From an optimization exercise on the open Yosys and OpenROAD flow, aimed at small area and a short achievable clock period; shortcuts taken in it are not production practice.
Only simulation tests tie the RTL to the original design; equivalence was not proved.
Power figures rest on the tool's default switching activity, not on a simulated workload.

==> flow/design.v, too long to show whole: its modules and the start of the top module <==
// module twiddleROM: 54 lines
// module cMult: 3712 lines
// module STFT: 97 lines
module STFT (
    input wire clk,
    input wire SAMPLE_VALID,
    input wire signed [23:0] SAMPLE,
    input wire reset,
    output wire wr_en,
    output wire [6:0] wr_idx,
    output wire [31:0] wr_data
);
  // ...
==> flow/run.sh <==
#!/bin/bash
# synth_recipe.tcl (not shown) runs the flow's synth.tcl, then flattens the netlist and writes it again
# the make line also repeats each setting of config.mk as NAME=value (left out here)
make -C /OpenROAD-flow-scripts/flow DESIGN_CONFIG=/design/flow/config.mk WORK_HOME=/design/flow/orfs CLKGATE_MAP_FILE= SYNTH_SCRIPT=/design/flow/synth_recipe.tcl finish
==> flow/config.mk <==
export PLATFORM = sky130hd
export DESIGN_NAME = STFT
export DESIGN_NICKNAME = STFT
export VERILOG_FILES = /design/flow/design.v
export SDC_FILE = /design/flow/constraint.sdc
export NUM_CORES = 4
export LEC_CHECK = 0
export CAP_MARGIN = 20
export CORE_MARGIN = 2
export CORE_UTILIZATION = 55
export CTS_BUF_LIST = sky130_fd_sc_hd__clkbuf_8
export PLACE_DENSITY = 0.7
export SLEW_MARGIN = 20
export SYNTH_MEMORY_MAX_BITS = 16384
==> flow/constraint.sdc <==
create_clock -name core_clock -period 12.0 [get_ports {clk}]
set_input_delay 2.4000 -clock core_clock [delete_from_list [all_inputs] [get_ports {clk}]]
set_output_delay 2.4000 -clock core_clock [all_outputs]
set_load 0.01 [all_outputs]
==> impl_metrics.ini, run 1 <==
[final_layout]
num-multi-input-gates = 2590
area_delta_synth_final_pct = 13.8
inv_count = 644
dominant_cells = flip-flops and latches
drive_gt1_share_pct = 12.5
fin_cells = 13500

[routing]
met3_wirelength_um = 20100
routed_wl_um = 238000
num_vias = 64000
viasPerCell = 4.74
routedWlPerCell_um = 17.6

[global_route]
grt.overflow.total = 0
grt_pass1_vias = 69100
grt_max_degree = 50
grt_pass1_wl_um = 381000

[timing]
relSlewSlack_pct = 18.4
max_slew.worst_pin.slew_ns = 1.21
hold_slack_ns = 0.278
setup_slack_ns = 6.77

[setup_path]
rr_startpoint = mul.pi_c8_2
path_depth = 13
crit_path_max_fanout = 5
crit_path_start = mul.pi_c8_2
crit_chain = inv_1 > fa_1 > fa_1 > inv_1 > ha_1 > nand2_1 > a2111oi_1 > nor4_2 > a211oi_1 > o211ai_1 > a21boi_0 > a311oi_1 > o41ai_1

[worst_hold_path]
hold_path_startpoint = B[2514]
min_to = B[2482]

[run]
cap_violations = 0

[clock_tree]
cts_tree = built
cts_htree_levels = 6
clk_pin_slew_ns = 0.07
cts_buffer_depth = 4
cts_root_buf = clkbuf_8

[outcome]
outcome = complete, no violations

[floorplan]
core-area_um2 = 251000
pin_count = 67

[logic_synthesis]
synthSimpleGateAreaFrac_pct = 1.54
async_flop_share_pct = 0
yosysTopAreaCell = dfxtp_1
synthMuxAreaShare_pct = 0.218

[power]
sw_frac_of_total_pct = 29.2
ir_drop_mv = 0.281
==> run 2, diff against run 1 <==
==> flow/flow/run.sh (new file) <==
#!/bin/bash
set -euo pipefail
export CTS_ARGS="-sink_clustering_enable -repair_clock_nets -dont_use_dummy_load -buf_list sky130_fd_sc_hd__clkbuf_8"
export SETUP_SLACK_MARGIN=8
bash standard.sh > standard.log 2>&1
==> flow/standard.sh (new file) <==
#!/bin/bash
# synth_recipe.tcl (not shown) runs the flow's synth.tcl, then flattens the netlist and writes it again
# the make line also repeats each setting of config.mk as NAME=value (left out here)
make -C /OpenROAD-flow-scripts/flow DESIGN_CONFIG=/design/flow/config.mk WORK_HOME=/design/flow/orfs CLKGATE_MAP_FILE= SYNTH_SCRIPT=/design/flow/synth_recipe.tcl "${@:-finish}"
--- a/flow/config.mk
+++ b/flow/config.mk
@@ -10,3 +10,2 @@
 export CORE_UTILIZATION = 55
-export CTS_BUF_LIST = sky130_fd_sc_hd__clkbuf_8
 export PLACE_DENSITY = 0.7
@@ -14 +13,2 @@
 export SYNTH_MEMORY_MAX_BITS = 16384
+export TNS_END_PERCENT = 0
removed: flow/run.sh
==> run 2 against run 1 <==
Still clean on timing, DRC and antenna. Register-to-register slack better by 1.0 ns. Final cell count down 4.1%. Wire length down 2.7%. Combinational power up 4.0%. Power down 5.9%. Sequential cell count unchanged. Critical path type unchanged. Largest cell class unchanged.
==> impl_metrics.ini, run 2 <==
[timing]
fmaxAchievable_ghz = 0.239
setup-violations-final = 0
rsz0062_at_grt = yes
hold_violations = 0
fin_crit_ns = 4.19
max_slew.worst_pin.slew_ns = 1.21
relSlewSlack_pct = 19.6
post-route-period-util_pct = 34.9
skew_ns = 0.100
setup_tns_ns = 0
hold_slack_ns = 0.230
maxSlewViolCount = 0

[power]
pwr-share-seq_pct = 48.1
p_leak_uw = 0.0618
internal-power_uw = 27900
p_per_area_nw_per_um2 = 257
comb_power_share_pct = 23.9
ir_drop_mv = 0.293
clkPwrFrac_pct = 28.0
sw_frac_of_total_pct = 29.1
power.net_switching_uw = 11500

[routing]
routed_wl_um = 232000
route.detailed.drc = 0
num_vias = 62900
first_pass_iters = 7
viasPerCell = 4.86
drtIter0Drc = 4380
antenna_left = 0
routedWlPerCell_um = 17.9

[place]
place_hpwl_um = 126000
gp_congestion = 0.858
place_area_um2 = 143000
place.port_buffers = 50
placedCellCount = 12200

[worst_hold_path]
min_path_type = reg2reg

[logic_synthesis]
synth_common_cells = dfxtp_1 (5475), inv_1 (633), xnor2_1 (518)
syn_area_um2 = 139000
yosysTopAreaCell = dfxtp_1
seq_area_frac_synth_pct = 79.0
ys_warn_count = 3
ys_top_cells_by_area = dfxtp_1 (79%), fa_1 (6.5%), xnor2_1 (3.3%)
synthCells = 9081
yosysMostFrequentCell = dfxtp_1
async_flop_share_pct = 0
synth_edf_count = 8
synth_flop_cell = dfxtp_1
synth_cell_type_count = 85
synth_fp_nets = 9709
synth_top_area_share_pct = 78.9
avgSynthCellArea_um2 = 15.3
ys_ff_latch = 5483

[clock_tree]
clock_latency_ns = 1.09
numCtsBuffers = 744
cts_sinks = 5483
cts_buffer_depth = 4
cts_hold_buf = 0
cts_htree_levels = 6
cts_root_buf = clkbuf_8
clk_pin_slew_ns = 0.06
cts_tree = built

[final_layout]
top_regs = B: 4096 flops, S: 1024 flops, w: 48 flops
final_cell_mix = dfxtp_1 (5386), clkbuf_8 (744), inv_1 (632)
post-route-util_pct = 61.0
fin_cells = 13000
fin_area_um2 = 153000
top_register = B
area_delta_synth_final_pct = 10.3
fill_cells = 18400
drive_gt1_share_pct = 10.5
largest_reg_flops = 4096
layout.nets = 10200
final_common_cell = dfxtp_1

[global_route]
gr-usage-all-layers_pct = 18.3
grt_antenna_before_repair = 9
grt_max_degree = 50
grt_pass1_vias = 67800
grt_pass1_wl_um = 370000
grt.overflow.total = 0

[setup_path]
cp-end-kind = flip-flop
cp-start-kind = flip-flop
cp.required_ns = 12.81
worst-setup-path-type = reg2reg
crit_arrival_ns = 5.00
crit_path_max_fanout = 3

[floorplan]
dieWidth_um = 507
start_util_pct = 55.3
dieArea_um2 = 257000
die_h_um = 507
rows = 184
core-area_um2 = 251000
pin_count = 67

[run]
cap_violations = 0

[outcome]
outcome = complete, no violations
run 2: cell counts after synthesis:
No cell type changed its count.
run 2: cells by family after synthesis:
logic type,after synthesis,synth area share (%)
adder cells (fa/ha/maj),601,7.86
AND/OR/NAND/NOR,454,1.54
flip-flops,5483,79.0
multiplexers,30,0.218
buffers and inverters,1008,2.86
AO/OA/AOI/OAI,876,4.48
XOR/XNOR,629,3.99
run 2: final cells by class:
type                       count  area, um^2  share of cell area (%)
clock buffer                 744       10200                    6.68
timing repair buffer         136        1120                   0.730
inverter                     644        2420                    1.58
antenna                        9        22.5                  0.0147
sequential                  5483      110000                    71.7
tap                         3348        4190                    2.73
multi-input combinational   2590       25400                    16.5
run 2: per-layer routing:
metal  up-vias  track usage, %  wire length, um
met5         -           0.556                9
met3       628            5.07            19900
met4         2            8.07             8520
li1      29300               -                -
met1     30700            25.3           104000
met2      2305            27.0            99400
run 2: through the flow:
stage | setup slack [ns] | total power [uW]
after global routing | 7.69 | 41900
after detailed placement | 6.83 | 28300
final | 7.81 | 39400
after global placement | 6.65 | 28100
after CTS | 7.84 | 39700
after floorplan | 8.44 | 25700
run 2: repair_timing:
action	CTS	global route
resized for setup	127	13
setup buffers	8	2
pin swaps	4	6
endpoints found under the setup margin	113	91
run 2: power by group through the flow:
stage / sequential, uW / clock [uW] / combinational, uW
after global routing: 19000 / 12200 / 10800
after detailed placement: 19400 / 0 / 8960
after floorplan: 19200 / 0 / 6480
final: 19000 / 11000 / 9430
after CTS: 19000 / 11500 / 9270
after global placement: 19400 / 0 / 8790
run 2: critical path: stages, from the launching register on:
cell and delay [ns]:
dfxtp_1 0.30, inv_1 0.05, fa_1 0.51, fa_1 0.51, inv_1 0.04, ha_1 0.28
nand3_1 0.08, a21oi_1 0.45, o21ai_0 0.34, a31oi_1 0.58, o31a_1 0.25, nor4_1 0.07
a311o_1 0.51
run 2: path summary, 6_finish.rpt:
kind               startpoint  slack (ns)      end  cells after the start
setup / recovery  mul.pr_c4_2        7.81  B[4051]                     12
hold / removal        B[1413]        0.23  B[1381]                      0
setup reg to reg  mul.pr_c4_2        7.81  B[4051]                     12
hold reg to reg       B[1413]        0.23  B[1381]                      0
==> module twiddleROM, before the edit <==
module twiddleROM (
    input wire [6:0] read_address,
    output wire [47:0] twiddle
);
function [23:0] mag;    
    input [5:0] m;
    case (m)
        6'd0: mag = 24'h000000;
        6'd1: mag = 24'h00d40e;
        6'd2: mag = 24'h0b2ab6;
        6'd3: mag = 24'h096c0e;
        6'd4: mag = 24'h06a928;
        6'd5: mag = 24'h06606a;
        6'd6: mag = 24'h55254e;
        6'd7: mag = 24'h5b6065;
        6'd8: mag = 24'h582936;
        6'd9: mag = 24'h58ed2a;
        6'd10: mag = 24'h53048d;
        6'd11: mag = 24'h401cb2;
        6'd12: mag = 24'h40e070;
        6'd13: mag = 24'h4b0526;
        6'd14: mag = 24'h482596;
        6'd15: mag = 24'h491990;
        6'd16: mag = 24'h476a02;
        6'd17: mag = 24'h466c8d;
        6'd18: mag = 24'h356982;
        6'd19: mag = 24'h34eca5;
        6'd20: mag = 24'h3b53b0;
        6'd21: mag = 24'h3b1caa;
        6'd22: mag = 24'h382942;
        6'd23: mag = 24'h394d92;
        6'd24: mag = 24'h38d400;
        6'd25: mag = 24'h32aa16;
        6'd26: mag = 24'h335330;
        6'd27: mag = 24'h3305aa;
        6'd28: mag = 24'h331aaa;
        6'd29: mag = 24'h326a70;
        6'd30: mag = 24'h326342;
        6'd31: mag = 24'h324c8e;
        6'd32: mag = 24'h324926;
        default: mag = 24'h000000;
    endcase
endfunction
function [23:0] sgn;    
    input [23:0] e;
    input s;
    sgn = e ^ {8{s, 2'b00}};
endfunction
wire [6:0] ki = read_address;
wire [6:0] kr = read_address + 7'd32;
wire [5:0] mi = ki[5] ? 6'd32 - {1'b0, ki[4:0]} : {1'b0, ki[4:0]};
wire [5:0] mr = kr[5] ? 6'd32 - {1'b0, kr[4:0]} : {1'b0, kr[4:0]};
assign twiddle = {sgn(mag(mr), kr[6]), sgn(mag(mi), ki[6])};
endmodule
==> module STFT, before the edit <==
module STFT (
    input wire clk,
    input wire SAMPLE_VALID,
    input wire signed [23:0] SAMPLE,
    input wire reset,
    output wire wr_en,
    output wire [6:0] wr_idx,
    output wire [31:0] wr_data
);
localparam N = 128;
localparam INS = 126;    
reg vq, vq2;
reg [7:0] xs;
always @(posedge clk) begin
    vq  <= SAMPLE_VALID;
    vq2 <= vq;
    xs  <= SAMPLE[23:16];
end
wire rise = vq & ~vq2;
reg [6:0] c;         
reg [6:0] oidx;      
reg feed;            
reg [6:0] n;
reg signed [8:0] d;
reg [7:0] xp;        
reg pend;
reg [6:0] p;         
reg [7:0] xo;        
reg clr;             
reg [6:0] cc;
reg v0, v1, v2;
reg [32*N-1:0] B;    
reg [8*N-1:0]  S;    
always @(posedge clk) begin
    if (reset) begin
        c <= 7'd0;
        oidx <= INS[6:0];
        feed <= 1'b0;
        n <= 7'd0;
        d <= 9'd0;
        pend <= 1'b0;
        p <= 7'd0;
        xo <= 8'd0;
        clr <= 1'b1;
        cc <= 7'd0;
        v0 <= 1'b0;
        v1 <= 1'b0;
        v2 <= 1'b0;
    end else begin
        c <= c + 7'd1;
        oidx <= oidx + 7'd1;
        if (clr) begin
            cc <= cc + 7'd1;
            if (&cc) clr <= 1'b0;
        end
        if (rise) begin
            feed <= 1'b1;
            n <= 7'd0;
            d <= {1'b0, xo} - {1'b0, xs};
            xp <= xs;
            pend <= 1'b1;
        end else if (feed) begin
            n <= n + 7'd1;
            if (&n) begin
                feed <= 1'b0;
                d <= 9'd0;
            end
        end
        if (pend && c == p) begin
            pend <= 1'b0;
            p <= p + 7'd1;
            xo <= S[15:8];
        end
        v0 <= feed;
        v1 <= v0;
        v2 <= v1;
    end
end
wire [47:0] w_next;
twiddleROM rom (.read_address(c + 7'd1), .twiddle(w_next));
reg [47:0] w;
always @(posedge clk) w <= w_next;
wire [31:0] res;
cMult mul (.clk(clk), .er(w[47:24]), .ei(w[23:0]), .A(B[31:16]), .Xi(B[15:0]),
           .Cr(res[31:16]), .Ci(res[15:0]));
wire [31:0] b1 = B[63:32];
always @(posedge clk) begin
    B <= {B[31:0],
          clr ? 32'd0 : v1 ? res : B[32*(N-1) +: 32],
          B[32*(N-1)-1:64],
          b1[31:16] + {{7{d[8]}}, d}, b1[15:0]};
    S <= {clr ? 8'd0 : (pend && c == p) ? xp : S[7:0], S[8*N-1:8]};
end
assign wr_en = v2;
assign wr_idx = oidx;
assign wr_data = B[32*INS +: 32];
endmodule
==> run 3, diff against run 2 <==
--- a/flow/design.v
+++ b/flow/design.v
@@ -1,4 +1,5 @@
 module twiddleROM (
+    input wire clk,
     input wire [6:0] read_address,
-    output wire [47:0] twiddle
+    output reg [47:0] twiddle
 );
@@ -50,5 +51,11 @@
 wire [6:0] kr = read_address + 7'd32;
-wire [5:0] mi = ki[5] ? 6'd32 - {1'b0, ki[4:0]} : {1'b0, ki[4:0]};
-wire [5:0] mr = kr[5] ? 6'd32 - {1'b0, kr[4:0]} : {1'b0, kr[4:0]};
-assign twiddle = {sgn(mag(mr), kr[6]), sgn(mag(mi), ki[6])};
+reg [5:0] mi, mr;
+reg si, sr;
+always @(posedge clk) begin
+    mi <= ki[5] ? 6'd32 - {1'b0, ki[4:0]} : {1'b0, ki[4:0]};
+    mr <= kr[5] ? 6'd32 - {1'b0, kr[4:0]} : {1'b0, kr[4:0]};
+    si <= ki[6];
+    sr <= kr[6];
+    twiddle <= {sgn(mag(mr), sr), sgn(mag(mi), si)};
+end
 endmodule
@@ -3786,2 +3793,3 @@
 reg [6:0] c;         
+reg [6:0] ra;        
 reg [6:0] oidx;      
@@ -3802,2 +3810,3 @@
         c <= 7'd0;
+        ra <= 7'd2;
         oidx <= INS[6:0];
@@ -3816,2 +3825,3 @@
         c <= c + 7'd1;
+        ra <= ra + 7'd1;
         oidx <= oidx + 7'd1;
@@ -3844,6 +3854,4 @@
 end
-wire [47:0] w_next;
-twiddleROM rom (.read_address(c + 7'd1), .twiddle(w_next));
-reg [47:0] w;
-always @(posedge clk) w <= w_next;
+wire [47:0] w;
+twiddleROM rom (.clk(clk), .read_address(ra), .twiddle(w));
 wire [31:0] res;
==> flow/flow/run.sh (replaced) <==
#!/bin/bash
set -euo pipefail
export CTS_ARGS="-sink_clustering_enable -repair_clock_nets -dont_use_dummy_load -buf_list sky130_fd_sc_hd__clkbuf_16 -sink_clustering_size 30 -sink_clustering_max_diameter 60"
export SETUP_SLACK_MARGIN=8.3
bash standard.sh > standard.log 2>&1
--- a/flow/config.mk
+++ b/flow/config.mk
@@ -9,4 +9,4 @@
 export CORE_MARGIN = 2
-export CORE_UTILIZATION = 55
-export PLACE_DENSITY = 0.7
+export CORE_UTILIZATION = 62
+export PLACE_DENSITY = 0.75
 export SLEW_MARGIN = 20
==> run 3 against run 2 <==
Still clean on timing, DRC and antenna. Global-route usage grew 2.6 points. Sequential cell count grew 20. Synthesized cell count grew 1.7%. Clock power shrank 24%. Core utilization grew 5.6 points. Clock skew grew 0.067 ns. Via count shrank 1.6%. Critical path depth shrank 6. Critical path type unchanged. Largest cell class unchanged. Highest routed layer unchanged.
==> impl_metrics.ini, run 3 <==
[clock_tree]
cts_buffer_depth = 3
clock_latency_ns = 0.92
cts_htree_levels = 4
cts_root_buf = clkbuf_16
cts_sinks = 5503
clk_pin_slew_ns = 0.10
cts_tree = built
numCtsBuffers = 230

[logic_synthesis]
ys_top_cells_by_area = dfxtp_1 (79%), fa_1 (6.5%), xnor2_1 (3.3%)
synth_flop_cell = dfxtp_1
avgSynthCellArea_um2 = 15.2
synthCells = 9233
synth_common_cells = dfxtp_1 (5495), inv_1 (643), xnor2_1 (529)
synth_top_family_by_area = adder cells
yosysTopAreaCell = dfxtp_1
synth_cell_type_count = 72
syn_area_um2 = 140000
async_flop_share_pct = 0
ys_warn_count = 3
seq_area_frac_synth_pct = 78.8
yosysMostFrequentCell = dfxtp_1
synth_edf_count = 8
synth_compound_area_share_pct = 4.55
synth_fp_nets = 9872
synth-xor-area-share_pct = 4.08
synth_top_area_share_pct = 78.6
synthMuxAreaShare_pct = 0.249
ys_ff_latch = 5503
synthSimpleGateAreaFrac_pct = 1.55
synthAdderAreaFrac_pct = 7.91

[power]
p_total_uw = 42600
p_per_area_nw_per_um2 = 285
internal-power_uw = 28000
power.net_switching_uw = 14600
clkPwrFrac_pct = 19.7
ir_drop_mv = 0.438
pwr-share-seq_pct = 45.1
p_leak_uw = 0.0600
sw_frac_of_total_pct = 34.3
comb_power_share_pct = 35.2

[timing]
max_slew.worst_pin.slew_ns = 1.19
maxSlewViolCount = 0
setup-violations-final = 0
setup_tns_ns = 0
relSlewSlack_pct = 20.6
hold_violations = 0
skew_ns = 0.167
rsz0062_at_grt = yes
fin_crit_ns = 3.88
fmaxAchievable_ghz = 0.258
setup_slack_ns = 8.12
post-route-period-util_pct = 32.3

[setup_path]
cp-end-kind = flip-flop
cp.required_ns = 12.71
crit_path_max_fanout = 19
worst-setup-path-type = reg2reg
crit_arrival_ns = 4.59
cp-start-kind = flip-flop

[final_layout]
final_common_cell = dfxtp_1
top_regs = B: 4096 flops, S: 1024 flops, rom.twiddle: 48 flops
layout.nets = 9872
drive_gt1_share_pct = 5.85
final_cell_mix = dfxtp_1 (5388), inv_1 (641), xnor2_1 (527)
fin_area_um2 = 149000
largest_reg_flops = 4096
area_delta_synth_final_pct = 6.79
top_register = B
post-route-util_pct = 66.6

[routing]
route.detailed.drc = 0
antenna_left = 0
num_vias = 61900
routedWlPerCell_um = 19.4
drtIter0Drc = 5030
viasPerCell = 5.06
first_pass_iters = 7
routed_wl_um = 237000

[global_route]
grt_antenna_before_repair = 10
grt_max_degree = 53
gr-usage-all-layers_pct = 20.9
grt_pass1_vias = 64700
grt.overflow.total = 0
grt_pass1_wl_um = 371000

[outcome]
outcome = complete, no violations

[floorplan]
rows = 174
start_util_pct = 62.3
pin_count = 67
dieArea_um2 = 229000
die_h_um = 479
dieWidth_um = 479
core-area_um2 = 224000

[run]
cap_violations = 0

[place]
place_area_um2 = 143000
dpl_worst_slack_ns = 7.41
gp_congestion = 0.991
place.port_buffers = 50
place_hpwl_um = 129000

[worst_hold_path]
min_path_type = reg2reg
[run 3: area by class of cell]
type / count / area, um^2
Timing Repair Buffer: 144 / 1090
Multi-Input combinational cell: 2698 / 25900
Tap cell: 2992 / 3740
Antenna cell: 2 / 5.00
Clock buffer: 230 / 5760
Sequential cell: 5503 / 110000
Fill cell: 15100 / 75100
Inverter: 656 / 2470
[run 3: power groups by stage]
stage,Combinational (uW),Sequential (uW),Clock [uW]
2_1_floorplan,9440,19400,0
3_3_place_gp,13000,19600,0
3_5_place_dp,13300,19600,0
4_1_cts,13900,19200,8640
5_1_grt,16500,19300,9240
6_report,15000,19200,8390
[run 3: worst paths after layout]
path / endpoint / from / slack, ns / depth (start not counted)
min reg2reg: B[2670] / B[2702] / 0.22 / 0
max reg2reg: mul.pi_c10_3 / rom.twiddle[17] / 8.12 / 6
max: mul.pi_c10_3 / rom.twiddle[17] / 8.12 / 6
min: B[2670] / B[2702] / 0.22 / 0
[run 3: routing by layer]
metal / global-route usage (%) / up-vias / routed length (um)
met1: 29.0 / 30300 / 102000
li1: - / 28800 / -
met2: 32.3 / 2287 / 105000
met3: 5.27 / 606 / 21100
met5: 0.497 / - / 373
met4: 6.88 / 8 / 8120
[run 3: kinds of logic after synthesis]
| group | count (synthesis) |
|---|---|
| buffers and inverters | 1032 |
| AOI/OAI and AO/OA | 923 |
| xor gates and xnor gates | 651 |
| and+or+nand+nor | 479 |
| muxes | 33 |
| DFF | 5503 |
| adders and majority gates | 612 |
[run 3: worst max-delay path, stage by stage, from the launching register on]
cell,delay (ns)
dfxtp_2,1.02
inv_2,0.60
ha_1,0.54
inv_1,0.11
fa_1,0.53
fa_1,0.57
fa_1,0.41
[run 3: through the flow]
step	instances	hold slack, ns
finish	12200	0.218
global route	12200	0.207
CTS	12200	0.198
detailed placement	12000	0.312
global placement	12000	0.310
floorplan	9233	0.310
[run 3: repair_timing]
| item | CTS | global route |
|---|---|---|
| pin swaps | 4 | 11 |
| gates resized for setup | 230 | 49 |
| endpoints found under the setup margin | 155 | 109 |
| buffers inserted | 22 | 2 |
| hold buffers | 0 | 0 |

==> afterwards: timing with drivers on the ports <==
In the flow no input, the clock included, has a driving cell. The finished layouts below were timed again as built, in two steps.
Step 1 (the two cells are an assumption about what drives the block):
set clk [get_ports {clk}]
set_driving_cell -lib_cell sky130_fd_sc_hd__clkbuf_16 $clk
set_driving_cell -lib_cell sky130_fd_sc_hd__buf_2 [delete_from_list [all_inputs] $clk]
Step 2 times the ports against the registers' clock, not the clock port: input delays grow and output delays shrink by t, the midpoint of the rising clock arrivals with the driver on.
a / b / c = ideal / step 1 / step 2; a / b = the first two.
| run | shift t [ns] | setup WS [ns] | worst setup path at the end | worst register clock-pin slew, ns | worst slew at a driven data input, ns |
|---|---|---|---|---|---|
| run 1 | 1.131 | 6.770 / 6.770 / 6.770 | register to register | 0.08 / 0.08 | 0.09 |
| run 2 | 1.093 | 7.813 / 7.813 / 7.797 | input to register | 0.07 / 0.07 | 0.09 |
| run 3 | 0.930 | 8.122 / 8.121 / 7.785 | input to register | 0.12 / 0.12 | 0.07 |
After both steps setup and hold are still met in every run listed. For run 3, which loses most, drivers alone change the setup slack by -0.001 ns; drivers and shift together by -0.337 ns.
